Background: an optimization exercise with open tools, aiming at small area and a short achievable clock period. Do not read the settings as production practice. RTL that was checked went through simulation tests only; none was proved equivalent to the original. Power and IR drop assume default switching activity. The clock port is modelled as an ideal driver; clocking choices that lean on that would not hold on a real chip.

## PE
module PE #(
  parameter integer PE_BUF_ADDR_WIDTH   = 5,
  parameter integer OP_WIDTH            = 16,
  parameter integer ACC_WIDTH           = 16,
  parameter         LAYER_NORM          = "NO"
)
(
  input  wire                                         clk,
  input  wire                                         reset,
  input  wire                                         mask,
  input  wire  [ 10+2*PE_BUF_ADDR_WIDTH -1 : 0 ]      ctrl,
  input  wire                                         src_2_sel,
  input  wire  [ OP_WIDTH             -1 : 0 ]        read_data_0,
  input  wire  [ OP_WIDTH             -1 : 0 ]        read_data_1,
  input  wire  [ OP_WIDTH             -1 : 0 ]        read_data_2,
  output wire  [ OP_WIDTH             -1 : 0 ]        lrn_center,
  output wire  [ OP_WIDTH             -1 : 0 ]        write_data,
  output wire  [ OP_WIDTH             -1 : 0 ]        pe_buffer_read_data,
  input  wire                                         pe_neuron_read_req,
  input  wire  [ OP_WIDTH             -1 : 0 ]        pe_neuron_write_data,
  input  wire                                         pe_neuron_write_req,
  input  wire  [ PE_BUF_ADDR_WIDTH    -1 : 0 ]        pe_neuron_write_addr,
  output wire                                         write_valid
);
For scale: roughly 2600 cells after synthesis, about 1000 flip-flops, roughly 140 I/O pins, ~40000 um^2 of cells after synthesis.
export LEC_CHECK = 0
export ABC_CLOCK_PERIOD_IN_PS = 2800
export CAP_MARGIN = 20
export CORE_MARGIN = 2
export CORE_UTILIZATION = 78
export SETUP_SLACK_MARGIN = 4.0
export SLEW_MARGIN = 20
create_clock -name core_clock -period 6.5 [get_ports {clk}]
standard.sh (not shown) runs the stock make flow with config.mk's settings and CLKGATE_MAP_FILE= SYNTH_SCRIPT=/design/flow/synth_recipe.tcl, a recipe that flattens the netlist after the stock synthesis.
==> flow/flow/run.sh <==
#!/bin/bash
set -e
export BUFFER_PORTS_ARGS="-buffer_cell sky130_fd_sc_hd__buf_1"
export CTS_ARGS="-sink_clustering_enable -repair_clock_nets -sink_clustering_size 28 -sink_clustering_max_diameter 80 -dont_use_dummy_load"
bash standard.sh > standard.log 2>&1
Rerun with:
==> flow/flow/run.sh (replaced) <==
#!/bin/bash
set -e
export BUFFER_PORTS_ARGS="-buffer_cell sky130_fd_sc_hd__buf_1"
export CTS_ARGS="-sink_clustering_enable -repair_clock_nets -sink_clustering_size 31 -sink_clustering_max_diameter 80 -dont_use_dummy_load"
bash standard.sh > standard.log 2>&1
Settings changed: CORE_UTILIZATION 78 to 70.
Utilization falls by 9.8 points.
Sequential share of layout area came out higher by 0.37 points.
Clock skew decreases by 27 ps.
Rerun with:
Settings changed: CAP_MARGIN 20 to 5, SLEW_MARGIN 20 to 5.
After rerunning:
- die area stays the same
- clock power stays flat
- wire length is about the same
- final cell count stays flat
Rerun with:
==> flow/flow/run.sh (replaced) <==
#!/bin/bash
set -e
export BUFFER_PORTS_ARGS="-buffer_cell sky130_fd_sc_hd__buf_1"
export CTS_ARGS="-sink_clustering_enable -repair_clock_nets -sink_clustering_size 28 -sink_clustering_max_diameter 80 -dont_use_dummy_load"
bash standard.sh > standard.log 2>&1
Settings changed: CAP_MARGIN 5 to 20, CORE_UTILIZATION 70 to 60, SLEW_MARGIN 5 to 20.
The new run went through all stages and came out clean.
Sequential share of layout area shrinks by 0.52 points.
Sequential power is about the same.
Utilization falls by 10 points.
Die area rises by 16%.
Critical path depth does not change.

---

Starting RTL as in the previous note.
==> flow/design.v (excerpt) <==
module PE #(
  parameter integer PE_BUF_ADDR_WIDTH   = 5,
  parameter integer OP_WIDTH            = 16,
  parameter integer ACC_WIDTH           = 16,
  parameter         LAYER_NORM          = "NO"
)
(
  input  wire                                         clk,
  input  wire                                         reset,
  input  wire                                         mask,
  input  wire  [ 10+2*PE_BUF_ADDR_WIDTH -1 : 0 ]      ctrl,
  input  wire                                         src_2_sel,
  input  wire  [ OP_WIDTH             -1 : 0 ]        read_data_0,
  input  wire  [ OP_WIDTH             -1 : 0 ]        read_data_1,
  input  wire  [ OP_WIDTH             -1 : 0 ]        read_data_2,
  output wire  [ OP_WIDTH             -1 : 0 ]        lrn_center,
  output wire  [ OP_WIDTH             -1 : 0 ]        write_data,
  output wire  [ OP_WIDTH             -1 : 0 ]        pe_buffer_read_data,
  input  wire                                         pe_neuron_read_req,
  ...
==> flow/config.mk <==
export PLATFORM = sky130hd
export DESIGN_NAME = PE
export DESIGN_NICKNAME = PE
export VERILOG_FILES = /design/flow/design.v
export SDC_FILE = /design/flow/constraint.sdc
export NUM_CORES = 4
export LEC_CHECK = 0
export ABC_CLOCK_PERIOD_IN_PS = 2800
export CAP_MARGIN = 0
export CORE_MARGIN = 2
export CORE_UTILIZATION = 70
export SETUP_SLACK_MARGIN = 4.0
export SLEW_MARGIN = 0
==> flow/constraint.sdc <==
create_clock -name core_clock -period 6.5 [get_ports {clk}]
set_input_delay 1.3000 -clock core_clock [delete_from_list [all_inputs] [get_ports {clk}]]
set_output_delay 1.3000 -clock core_clock [all_outputs]
set_load 0.01 [all_outputs]
==> flow/flow/run.sh <==
#!/bin/bash
set -e
export BUFFER_PORTS_ARGS="-buffer_cell sky130_fd_sc_hd__buf_1"
export CTS_ARGS="-sink_clustering_enable -repair_clock_nets -sink_clustering_size 31 -sink_clustering_max_diameter 80 -dont_use_dummy_load"
bash standard.sh > standard.log 2>&1
==> next run, changes <==
CAP_MARGIN = 20   (was 0)
SLEW_MARGIN = 20   (was 0)
The new run finished clean.
Critical path depth stays the same.
Combinational power came out higher slightly.
Register-to-register slack gets worse by 40 ps.
==> next run, changes <==
==> flow/flow/run.sh (replaced) <==
#!/bin/bash
set -e
export BUFFER_PORTS_ARGS="-buffer_cell sky130_fd_sc_hd__buf_1"
export CTS_ARGS="-sink_clustering_enable -repair_clock_nets -sink_clustering_size 28 -sink_clustering_max_diameter 80 -dont_use_dummy_load"
bash standard.sh > standard.log 2>&1
The new run produced a clean layout.
Critical path depth stays the same.
Power went up by 0.79%.
Routed wire length barely changes.
Clock-buffer cell count is higher by 4.
Worst setup slack does not change.
Utilization rises by 0.18 points.
Via count barely changes.
Synthesized cell count does not change.
Cell area is about the same.
==> next run, changes <==
==> flow/flow/run.sh (replaced) <==
#!/bin/bash
set -e
export BUFFER_PORTS_ARGS="-buffer_cell sky130_fd_sc_hd__buf_1"
export CTS_ARGS="-sink_clustering_enable -repair_clock_nets -sink_clustering_size 31 -sink_clustering_max_diameter 80 -dont_use_dummy_load"
bash standard.sh > standard.log 2>&1
SETUP_SLACK_MARGIN = 3.95   (was 4.0)
Clock power came out lower by a few percent.
Count of clock-buffer cells in the layout came out lower by 3.
Power came out lower slightly.
Non-clock buffer count came out lower by 19.
Synthesized area does not change.
Final area came out lower slightly.
Sequential power barely changes.
Sequential cell count is unchanged.

---

Setup of v6:
PE, a different RTL version from the one above (not shown whole).
Size: about 41000 sq um of cells after synthesis.
export LEC_CHECK = 0
export ABC_CLOCK_PERIOD_IN_PS = 2800
export CAP_MARGIN = 20
export CORE_MARGIN = 2
export CORE_UTILIZATION = 60
export SETUP_SLACK_MARGIN = 4.0
export SLEW_MARGIN = 20
create_clock -name core_clock -period 6.5 [get_ports {clk}]
==> flow/flow/run.sh <==
#!/bin/bash
set -e
export BUFFER_PORTS_ARGS="-buffer_cell sky130_fd_sc_hd__buf_1"
export CTS_ARGS="-sink_clustering_enable -repair_clock_nets -sink_clustering_size 28 -sink_clustering_max_diameter 80 -dont_use_dummy_load"
bash standard.sh > standard.log 2>&1
What v7 does differently from v6 at the input level:
==> flow/flow/run.sh <==
#!/bin/bash
set -e
export BUFFER_PORTS_ARGS="-buffer_cell sky130_fd_sc_hd__buf_1"
export CTS_ARGS="-sink_clustering_enable -repair_clock_nets -sink_clustering_size 18 -sink_clustering_max_diameter 60 -buf_list sky130_fd_sc_hd__clkbuf_8 -dont_use_dummy_load"
bash standard.sh > standard.log 2>&1
==> run summary <==
v7 completed; timing, DRC and antenna clean
Against v6, routed wire length in v7 came out worse.
As far as multi-input combinational area share is concerned, v7 and v6 perform about the same.
v7 against v6: power fell about 1.9%; first-pass GRT wire length rose 0.60%; tightest slew margin relative to the limit rose 7.1 points.
v6 -> v7: cell area flat
Worst setup path endpoint = lrn_center[5]: v7; worst setup path endpoint = write_valid: v6
No run of this note included a check of the RTL's function; only the layout flow was run.

---

Another version of the RTL of PE (not shown whole).
For scale: about 2200 cells after synthesis, about 1000 flip-flops, roughly 140 I/O pins, roughly 0.040 mm^2 of cells after synthesis.
==> flow/config.mk <==
export PLATFORM = sky130hd
export DESIGN_NAME = PE
export DESIGN_NICKNAME = PE
export VERILOG_FILES = /design/flow/design.v
export SDC_FILE = /design/flow/constraint.sdc
export NUM_CORES = 4
export LEC_CHECK = 0
export ABC_CLOCK_PERIOD_IN_PS = 2800
export CAP_MARGIN = 20
export CORE_MARGIN = 2
export CORE_UTILIZATION = 40
export SETUP_SLACK_MARGIN = 3.6
export SLEW_MARGIN = 20
==> flow/constraint.sdc <==
create_clock -name core_clock -period 6.5 [get_ports {clk}]
set_input_delay 1.3000 -clock core_clock [delete_from_list [all_inputs] [get_ports {clk}]]
set_output_delay 1.3000 -clock core_clock [all_outputs]
set_load 0.01 [all_outputs]
run.sh (not shown) runs the stock make flow with config.mk's settings and CLKGATE_MAP_FILE= SYNTH_SCRIPT=/design/flow/synth_recipe.tcl, a recipe that flattens the netlist after the stock synthesis.
Stock flow here: none of the scripts above is used.
Rerun with:
ABC_CLOCK_PERIOD_IN_PS = not set   (was 2800)
SETUP_SLACK_MARGIN = not set   (was 3.6)
Utilization decreases by 0.99 points.
Final cell count is lower slightly.
Total power went down by a few percent.
Wire length drops slightly.
Global-route usage came out lower by 0.16 points.
Setup slack loses 570 ps.
Sequential share of layout area is higher by 0.99 points.
Clock-buffer cell count is lower by 12.
First-iteration DRC count went up by a few percent.
Via count is lower slightly.
Synthesized area is unchanged.
Rerun with:
ABC_CLOCK_PERIOD_IN_PS = 2800   (was not set)
CORE_UTILIZATION = 60   (was 40)
SETUP_SLACK_MARGIN = 3.6   (was not set)
Result:
- The changed run ran to the end with no violations
- clock power shrinks by a few percent
- core utilization grows by 24 points
- via count grows slightly
- combinational power grows by roughly a tenth
- worst setup slack gains 640 ps
- wire length shrinks slightly
- global-route usage grows by 9.1 points
- final cell count shrinks by roughly a tenth
No run of this note included a check of the RTL's function; only the layout flow was run.

==> re-timing with driven ports <==
Ports are ideal in the flow. The routed layouts listed here were re-timed in OpenROAD.
Step 1: set_driving_cell puts a clkbuf_16 on clk and a buf_2 on each other input, an assumption about the parent block.
Step 2 times the ports against the registers' clock, not the clock port: input delays grow and output delays shrink by t, the midpoint of the rising clock arrivals with the driver on.
Slacks: ideal / step 1 / step 2; pairs: ideal / step 1.
run | shift t [ns] | setup slack, ns | pins driven straight from the clock port
the first run of note 1 | 0.684 | 3.871 / 3.859 / 3.404 | 1
the second run of note 1 | 0.657 | 3.900 / 3.859 / 3.441 | 1
the third run of note 1 | 0.661 | 3.900 / 3.859 / 3.416 | 1
the fourth run of note 1 | 0.681 | 3.900 / 3.859 / 3.380 | 1
the first run of note 2 | 0.661 | 3.900 / 3.859 / 3.416 | 1
the second run of note 2 | 0.657 | 3.900 / 3.859 / 3.441 | 1
the third run of note 2 | 0.667 | 3.900 / 3.859 / 3.435 | 1
the fourth run of note 2 | 0.664 | 3.895 / 3.859 / 3.338 | 1
v6 | 0.678 | 3.900 / 3.859 / 3.526 | 1
v7 | 0.744 | 3.876 / 3.812 / 3.522 | 1
the first run of note 4 | 0.741 | 3.333 / 3.333 / 2.982 | 1
the second run of note 4 | 0.736 | 2.759 / 2.759 / 2.670 | 1
the third run of note 4 | 0.712 | 3.402 / 3.402 / 3.007 | 1
After both steps every run listed still meets setup and hold. For the fourth run of note 2, which loses most, drivers alone change the setup slack by -0.036 ns; drivers and shift together by -0.557 ns.
